Background: an optimization exercise with open tools, aiming at small area. Do not read the settings as production practice.
Only simulation tests tie the RTL to the original design; equivalence was not proved.
Power is estimated from default activity; no workload was simulated.

### flow/design.v
module syncfifo_axis
    #(
    parameter DATA_WIDTH      = 32,
    parameter FIFO_DEPTH      = 8                
    )(
    input  logic                            s_aclk,
    input  logic                            s_aresetn,
    input  logic [DATA_WIDTH-1:0]           s_axis_tdata,
    input  logic                            s_axis_tvalid,
    output logic                            s_axis_tready,
    output logic [DATA_WIDTH-1:0]           m_axis_tdata,
    output logic                            m_axis_tvalid,
    input  logic                            m_axis_tready
    );
    localparam int ADDR_WIDTH   = $clog2(FIFO_DEPTH);
    typedef logic [ADDR_WIDTH-1:0] addr_t;
    addr_t wraddr, hdaddr, hdnext;
    logic write, read, pending;
    logic [DATA_WIDTH-1:0] bram [FIFO_DEPTH];
    assign hdnext        = hdaddr + 1'b1;
    assign pending       = (wraddr != hdnext);
    assign s_axis_tready = (wraddr != hdaddr);
    assign write = s_axis_tvalid & s_axis_tready;
    assign read  = pending & (~m_axis_tvalid | m_axis_tready);
    assign m_axis_tdata = bram[hdaddr];
    always_ff @(posedge s_aclk)
        if (write)
            bram[wraddr] <= s_axis_tdata;
    always_ff @(posedge s_aclk) begin
        if (~s_aresetn) begin
            m_axis_tvalid   <= '0;
            wraddr          <= '0;
            hdaddr          <= '1;
        end else begin
            if (write)
                wraddr      <= wraddr + 1'b1;
            if (read)
                hdaddr      <= hdnext;
            m_axis_tvalid   <= pending | (m_axis_tvalid & ~m_axis_tready);
        end
    end
endmodule
module uart #(
    parameter SYS_CLK     = 100,       
    parameter BAUDRATE    = 115200,    
    parameter FIFO_DEPTH  = 16,        
    parameter DBITS       = 8,         
    parameter PARITY    = "Odd",       
    parameter N_STOP_BITS = 1          
)(
    input   logic                               clk,
    input   logic                               rst_n,
    input   logic                               rx,
    output  logic                               tx,
    output  logic [DBITS-1:0]                   rx_axis_tdata,
    output  logic                               rx_axis_tvalid,
    input   logic                               rx_axis_tready,
    input   logic [DBITS-1:0]                   tx_axis_tdata,
    input   logic                               tx_axis_tvalid,
    output  logic                               tx_axis_tready,
    output  logic                               irq,
    output  logic [DBITS-1:0]                   debug_rx
);
    localparam int BAUDRATE_SCALE_VALUE = (SYS_CLK * 1000000 + BAUDRATE - 1) / BAUDRATE;
    localparam int SW = $clog2(BAUDRATE_SCALE_VALUE);
    logic [4:0] rx_run;
    logic       rx_low;
    always_ff @(posedge clk) begin
        rx_run <= rx ? 5'd0 : rx_run + 1'b1;
        rx_low <= ~rx & (rx_low | (&rx_run));
    end
    logic [SW-1:0] rx_baud;
    logic [3:0]    rx_ph;
    logic [DBITS-1:0] rx_shift_rg;
    logic rx_start, rx_end, rx_idle, rx_wr, rx_fifo_ready;
    assign rx_start = (rx_baud == '0);
    assign rx_end   = (rx_baud == BAUDRATE_SCALE_VALUE);
    assign rx_idle  = (rx_ph == 4'd6);
    always_ff @(posedge clk)
        if (!rst_n || rx_end || (rx_idle && rx_low))
            rx_baud <= '0;
        else
            rx_baud <= rx_baud + 1'b1;
    always_ff @(posedge clk)
        if (!rst_n || (rx_start && rx_ph == 4'd1))
            rx_ph <= 4'd6;
        else if (rx_start && (!rx_idle || rx_low))
            rx_ph <= rx_ph + 1'b1;
    always_ff @(posedge clk)
        if (rx_start && rx_ph[3])
            rx_shift_rg <= {~rx_low, rx_shift_rg[DBITS-1:1]};
    assign rx_wr = rx_start & (rx_ph == 4'd1);
    syncfifo_axis #(.DATA_WIDTH(DBITS), .FIFO_DEPTH(FIFO_DEPTH))
        rx_fifo (.s_aclk(clk),           .s_aresetn(rst_n),
                 .s_axis_tdata(rx_shift_rg),   .s_axis_tvalid(rx_wr),          .s_axis_tready(rx_fifo_ready),
                 .m_axis_tdata(rx_axis_tdata), .m_axis_tvalid(rx_axis_tvalid), .m_axis_tready(rx_axis_tready));
    assign debug_rx = rx_shift_rg;
    logic [SW-1:0] tx_baud;
    logic [3:0]    tx_ph;
    logic [DBITS-1:0] tx_byte, tx_fifo_tdata;
    logic tx_fifo_tvalid, tx_fifo_tready, tx_par;
    logic tx_start, tx_end, tx_idle, tx_hs;
    assign tx_start       = (tx_baud == '0);
    assign tx_end         = (tx_baud == BAUDRATE_SCALE_VALUE);
    assign tx_idle        = (tx_ph[3:1] == 3'b010);
    assign tx_fifo_tready = (tx_ph == 4'd5);
    assign tx_hs          = tx_fifo_tready & tx_fifo_tvalid;
    always_ff @(posedge clk)
        if (!rst_n || tx_end || tx_idle)
            tx_baud <= '0;
        else
            tx_baud <= tx_baud + 1'b1;
    always_ff @(posedge clk)
        if (!rst_n || (tx_start && tx_ph == 4'd1))
            tx_ph <= 4'd4;
        else if (tx_idle ? (!tx_ph[0] || tx_fifo_tvalid) : tx_start)
            tx_ph <= tx_ph + 1'b1;
    always_ff @(posedge clk)
        if (tx_hs)
            tx_byte <= tx_fifo_tdata;
    always_ff @(posedge clk)
        if (tx_idle)
            tx_par <= 1'b1;
        else if (tx_start && tx_ph[3])
            tx_par <= tx_par ^ tx_byte[tx_ph[2:0]];
    always_comb
        if (tx_ph[3])              tx = tx_byte[tx_ph[2:0]];
        else if (tx_ph == 4'd0)    tx = tx_par;
        else                       tx = (tx_ph != 4'd7);
    assign irq = tx_start & (tx_ph == 4'd1);
    syncfifo_axis #(.DATA_WIDTH(DBITS), .FIFO_DEPTH(FIFO_DEPTH))
        tx_fifo (.s_aclk(clk),      .s_aresetn(rst_n),
                 .s_axis_tdata(tx_axis_tdata), .s_axis_tvalid(tx_axis_tvalid), .s_axis_tready(tx_axis_tready),
                 .m_axis_tdata(tx_fifo_tdata), .m_axis_tvalid(tx_fifo_tvalid), .m_axis_tready(tx_fifo_tready));
endmodule
### flow/run.sh
#!/bin/bash
# synth_recipe.tcl (not shown) runs the flow's synth.tcl, then flattens the netlist and writes it again
# the make line also repeats each setting of config.mk as NAME=value (left out here)
make -C /OpenROAD-flow-scripts/flow DESIGN_CONFIG=/design/flow/config.mk WORK_HOME=/design/flow/orfs CLKGATE_MAP_FILE= SYNTH_SCRIPT=/design/flow/synth_recipe.tcl finish
### flow/config.mk
export PLATFORM = sky130hd
export DESIGN_NAME = uart
export DESIGN_NICKNAME = uart
export VERILOG_FILES = /design/flow/design.v
export SDC_FILE = /design/flow/constraint.sdc
export NUM_CORES = 4
export LEC_CHECK = 0
export CAP_MARGIN = 20
export CORE_MARGIN = 2
export CORE_UTILIZATION = 40
export SLEW_MARGIN = 20
### flow/constraint.sdc
create_clock -name core_clock -period 10.0 [get_ports {clk}]
set_input_delay 2.0000 -clock core_clock [delete_from_list [all_inputs] [get_ports {clk}]]
set_output_delay 2.0000 -clock core_clock [all_outputs]
set_load 0.01 [all_outputs]
==> out/summary.txt <==
Run status -> timing/DRC/antenna clean
CP endpoint kind -> output pin
First-iteration detailed-routing DRC count -> 512
Clock buffer depth -> 3
Critical path startpoint category -> flip-flop
Nets -> 865
Worst-path fanout max -> 32
Most common cell in the synthesized netlist -> edfxtp_1
Vias post-DR -> 6832
DP HPWL -> 15.64 mm
Setup CP Type -> flip-flop to output pin
Seq/Total Area, Yosys -> 68.14%
Worst Path Arrival -> 2930 ps
Overall routed net length -> 25.76 mm
Syn avg cell area -> 17.40 um^2
Routability cong. -> 0.7294
Routed wl met2 -> 12.10 mm
Top Ports -> 33
Post-synth cell types -> 52
Largest net degree at the start of global routing -> 39
Hold slack -> 459.3 ps
Rows -> 67
Starting density of the core -> 40.64%
Gate Count Post-Synth -> 785
CTS root buf -> clkbuf_16
Leakage -> 5.199 nW
Met3 WL -> 1.270 mm
Remaining antenna violation count -> 0
Top_reg_cell synth -> edfxtp_1
Setup violations, final -> 0
Synth Net Count -> 822
Die extent in x -> 188.8 um
TritonCTS Sinks -> 329
Number of synthesized flops with an enable pin -> 272
Final period util -> 49.30%
Global route overflow -> 0
RSZ-0062 raised after global routing -> no
Asr flop ratio synth -> 0%
CTS tree -> done
H-tree Lvls -> 2
Placed cells -> 1238
Worst slew pin tran -> 1057 ps
Clock Latency Late Sink -> 510 ps
Max-cap violations -> 0
Core Footprint -> 33620 um^2
Commonest cells in the netlist -> edfxtp_1 (272), dfxtp_1 (57), nor2_1 (56), mux4_2 (54), mux4_1 (27)
Worst vdd rail ir drop -> 0.1282 mV
First-pass GRT wire length -> 40.07 mm
Cell Area, Synth -> 13660 um^2
Wirelength per Cell -> 19.80 um
Clock-pin slew on the worst setup and hold paths -> 60 ps
Antenna violations before repair -> 0
Slew margin rel. -> 29.38%
Die area -> 35650 um^2
Drt first pass iters -> 4
Synthesis-to-layout area growth -> 13.41%
WL met1 -> 11.93 mm
Final setup TNS -> 0 ps
Post-route DRC -> 0
Number of fill cells -> 2842
Max Clock Skew -> 18.00 ps
Final period demand of the worst path -> 4930 ps
Synth area leader -> edfxtp_1
Slew Limit Fails -> 0
Yosys top cell area share -> 59.79%
Vias per cell -> 5.251
GRT Util Overall -> 14.64%
PD cells -> 240.4 nW/um^2
Seq cells post-synth -> 329
Top sig layer -> met4
Post-CTS Setup Bufs -> 0
Required time worst endpoint -> 8000 ps
Hold_buf cts -> 0
Synth Warn # -> 2
Fmax achieved -> 0.2028 GHz
Layout cells sized above 1 -> 13.72%
# resized after CTS -> 0
Top post-synthesis cells by area -> edfxtp_1 (60%), mux4_2 (8.9%), dfxtp_1 (8.4%)
Post-route insts no fill -> 1301
Vias in the first global route -> 6811
Port Buffers -> 32
Die extent in y -> 188.8 um
Final hold violation count -> 0
Num CTS Buffers -> 36
Hold Crit Class -> flip-flop to flip-flop
Total power -> 3.725 mW
Ant. Diodes -> 0
==> layout make-up <==
cell class | instances | area [um^2] | share of cell area [%]
Timing Repair Buffer | 42 | 395.4 | 2.552
Clock inverter | 15 | 108.9 | 0.7026
Sequential cell | 329 | 9311 | 60.10
Tap cell | 448 | 560.5 | 3.618
Multi-Input combinational cell | 397 | 4068 | 26.25
Clock buffer | 48 | 967.2 | 6.242
Inverter | 22 | 82.58 | 0.5330
==> flip-flops by register name, summed over array words and instances (netlist names), 4 cells and up, named ones only <==
register        flops
tx_fifo.hdaddr      4
rx_fifo.hdaddr      4
rx_run              5
tx_fifo.wraddr      4
rx_fifo.wraddr      4
tx_baud            10
tx_fifo.bram      128
rx_baud            10
rx_shift_rg         8
rx_fifo.bram      128
tx_byte             8
rx_ph               4
tx_ph               4
==> critical path, stage by stage, from the launching register on <==
cell	delay [ps]
dfxtp_2	310
buf_4	510
mux4_2	580
mux4_2	510
clkdlybuf4s50_1	510
==> layout by cell type, fill, tap and decap left out, types with 24 or more instances in the layout <==
| cell | synthesis | layout |
|---|---|---|
| ha_1 | 24 | 24 |
| clkdlybuf4s50_1 | 0 | 32 |
| mux4_1 | 27 | 27 |
| nor2_1 | 56 | 56 |
| nand3_1 | 24 | 24 |
| clkbuf_16 | 0 | 37 |
| mux4_2 | 54 | 54 |
| xnor2_1 | 24 | 24 |
| dfxtp_1 | 57 | 55 |
| edfxtp_1 | 272 | 272 |
==> final timing paths <==
kind,endpoint,cells past startpoint,slack [ps],startpoint
min,rx_run[0],1,460,rx_run[0]
max,rx_axis_tdata[2],4,5070,flip-flop
min reg2reg,rx_run[0],1,460,rx_run[0]
max reg2reg,tx_fifo.bram[7][5],4,7180,tx_fifo.hdaddr[3]
==> per-layer routing <==
metal / vias up / global-route usage, %
li1: 3205 / -
met4: 0 / 3.636
met5: - / 0
met2: 133 / 22.94
met1: 3454 / 21.11
met3: 40 / 2.906
==> report_power, final <==
group / leakage [nW] / switching [mW] / internal, mW / total [mW]
clock: 0.521 / 0.506 / 0.706 / 1.21
sequential: 2.92 / 0.0829 / 1.54 / 1.63
combinational: 1.76 / 0.422 / 0.466 / 0.888
total: 5.20 / 1.01 / 2.71 / 3.73
==> stage by stage <==
step	cell area, um^2	utilization, %	setup slack (ps)
5_1_grt	15490	46.09	4925
6_report	15490	46.09	5070
4_1_cts	15490	46.09	4994
3_3_place_gp	14420	42.89	5546
2_1_floorplan	13660	-	6367
3_5_place_dp	14420	42.89	5535
==> logic make-up after synthesis <==
kind of cell    after synthesis  share of synthesized area (%)
compound gates               53                          2.683
mux                          89                          14.69
simple gates                193                          7.666
flops                       329                          68.14
fa+ha+maj                    24                          2.198
buf+inv                      59                          2.088
xor+xnor                     38                          2.537

re-timing with driven ports:
The flow's constraints put no driver on any port. The routed layout listed below was extracted and timed again, unchanged, in two steps.
Step 1 sets driving cells, clkbuf_16 on the clock port and buf_2 on the other inputs (assumed; they add their load-dependent delay and slew).
Step 2 also shifts input and output timing later by t, the mid clock arrival at the registers, as if the neighbouring blocks saw the same clock.
Three values: ideal ports, drivers, drivers and shift; two values: the first two.
t (ns): 0.550
setup WS [ns]: 5.070 / 5.021 / 5.571
latest minus earliest clock arrival (ns): 0.018 / 0.019
After both steps setup and hold are still met in this run. The setup slack of this run moves by -0.049 ns with the drivers and by +0.501 ns with both steps.
